Source: an optimization exercise on an open RTL-to-GDS flow (aim: a short achievable clock period and few clock cycles). Production flows keep margins and buffers that such runs may drop. No activity file was given, so power comes from the tool's default toggle rates.

==> flow/design.v (excerpt) <==
module hw5_cpu(
  clk,
  rst_n,
  imem_addr,
  imem_data,
  dmem_addr,
  dmem_we,
  dmem_wdata,
  dmem_rdata,
  LEDR, LEDG,
  HEX0, HEX1, HEX2, HEX3
);
Size in the first run: roughly 2700 cells after synthesis, about 500 flip-flops, ~30000 um^2 of cells after synthesis.
Settings: LEC_CHECK=0, CAP_MARGIN=20, CORE_MARGIN=2, CORE_UTILIZATION=40, SLEW_MARGIN=20, TNS_END_PERCENT=20; clock period 12.0 ns.
standard.sh (not shown) runs the stock make flow with config.mk's settings and CLKGATE_MAP_FILE= SYNTH_SCRIPT=/design/flow/synth_recipe.tcl, a recipe that flattens the netlist after the stock synthesis.
==> flow/flow/run.sh <==
#!/bin/bash
# The standard layout, with timing repair aimed below the design's period.
set -euo pipefail
bash standard.sh SETUP_SLACK_MARGIN=8.5 finish > flow.log 2>&1
Change:
--- a/flow/design.v
+++ b/flow/design.v
@@ -149,25 +149,26 @@
 wire b_v = w_wreg && (w_rd == f_rb);
 wire c_m = xw     && (x_rd == f_rc);
 wire c_w = m_wreg && (m_rd == f_rc);
 wire c_v = w_wreg && (w_rd == f_rc);
 wire a_m = xw     && (x_rd == f_ra);
 wire a_w = m_wreg && (m_rd == f_ra);
 wire a_v = w_wreg && (w_rd == f_ra);
 wire [15:0] w_next = m_load ? dmem_rdata : m_res;
 wire [15:0] f_bval = b_w ? w_next : b_v ? w_res : rf[f_rb];
 wire [15:0] f_cval = c_w ? w_next : c_v ? w_res : rf[f_rc];
 wire [15:0] f_aval = a_w ? w_next : a_v ? w_res : rf[f_ra];
 wire f_stall = (x_v && x_load &&
-  ((f_uses_b && x_rd == f_rb) || (f_uses_c && x_rd == f_rc) || (f_stw && x_rd == f_ra) || f_br));
+  ((f_uses_b && x_rd == f_rb) || (f_uses_c && x_rd == f_rc) || (f_stw && x_rd == f_ra) || f_br)) ||
+  (f_br && !xw && m_load);
 wire [15:0] pc4_f = pc_f + 16'h4;
 wire [13:0] tgt_hi;
 AddKS #(.W(14)) add_tgt(.A(pc_f[15:2]), .B(f_imm[13:0]), .CI(1'b1), .S(tgt_hi));
 wire [15:0] tgt_f = {tgt_hi, pc_f[1:0]};
 wire movi_hit = x_v && x_movi && (x_rd == f_rb);
 wire [15:0] jmp_pval = movi_hit ? x_c : (f_rb == 4'd7) ? lr : pc4_f;
 wire [13:0] jsrr_hi;
 AddKS #(.W(14)) add_jsrr(.A(pc_f[15:2]), .B(x_c[13:0]), .CI(1'b1), .S(jsrr_hi));
 wire [15:0] jsrr_pf  = {jsrr_hi, pc_f[1:0]};
 wire [15:0] fb = x_bm ? m_res : x_b;
 wire [15:0] fc = x_cm ? m_res : x_c;
 wire [15:0] fa = x_am ? m_res : x_a;
@@ -176,25 +177,25 @@
 wire [15:0] res = x_sum ? sum :
                   x_and ? andv :
                   x_link ? x_pc4 :
                   fc;
 function [2:0] ccof;
   input [15:0] v;
   ccof = v[15] ? 3'b100 : (v == 16'h0) ? 3'b010 : 3'b001;
 endfunction
 wire [15:0] andv = fb & fc;
 wire sum_zero = ((fb ^ fc) == {fb[14:0] | fc[14:0], 1'b0});
 wire [2:0] cc_sum = sum[15] ? 3'b100 : sum_zero ? 3'b010 : 3'b001;
 wire [2:0] cc_x = x_sum ? cc_sum : x_and ? ccof(andv) : x_link ? ccof(x_pc4) : ccof(fc);
-wire [2:0] cc_now = m_wreg ? (m_load ? ccof(dmem_rdata) : ccof(m_res)) : w_wreg ? ccof(w_res) : cc;
+wire [2:0] cc_now = m_wreg ? ccof(m_res) : w_wreg ? ccof(w_res) : cc;
 wire [2:0] cc_live = (x_v && x_wreg) ? cc_x : cc_now;
 wire f_take = f_jsr || (f_br && ((f_op[2:0] & cc_live) != 3'b000));
 wire pred_ok = x_pv && (fb == x_pval);
 wire redirect = x_v && (x_jmp || x_jsrr) && !pred_ok;
 wire [13:0] jsrx_hi;
 AddKS #(.W(14)) add_jsrx(.A(x_pc4[15:2]), .B(fb[13:0]), .CI(1'b0), .S(jsrx_hi));
 wire [15:0] jsrr_x = {jsrx_hi, x_pc4[1:0]};
 wire [15:0] target = x_jmp ? fb : jsrr_x;
 always @(posedge clk)
 begin
   if (!rst_n) begin
     pc_f <= 16'h0;
Maximum frequency hardly moves. Cell area came out higher by 1.8%. Worst setup slack gains 3.1 ps. Die area rises by 0.81%. Clock skew rose by 12 ps. Total power came out higher by 4.9%. Wire length grows by 4.6%. Count of clock-buffer cells in the layout goes down by 6.
No functional check of the RTL was part of any run of this note.

==> afterwards: timing with drivers on the ports <==
The results above use ideal ports. As a check the final layouts listed here were re-extracted and re-timed, cells and wires unchanged. Step 1: set_driving_cell puts a clkbuf_16 on clk and a buf_2 on each other input, an assumption about the parent block. Step 2 adds t to the input delays and takes it off the output delays; t is the mean of the earliest and latest rising clock arrival at the registers after step 1. Input paths then give back, and output paths get back, about the clock's delay inside the block. Three values: no drivers, after step 1, after step 2; two values: the first two.
run	t (ns)	setup WS [ns]	slew at the worst register clock pin (ns)	worst slew at a driven data input, ns
the first run	0.688	7.914 / 7.907 / 7.220	0.07 / 0.07	0.25
the second run	0.692	7.917 / 7.804 / 7.112	0.07 / 0.07	0.31
After both steps setup and hold are still met in every run listed. The setup slack of the second run, which loses most, moves by -0.113 ns with the drivers and by -0.805 ns with both steps.
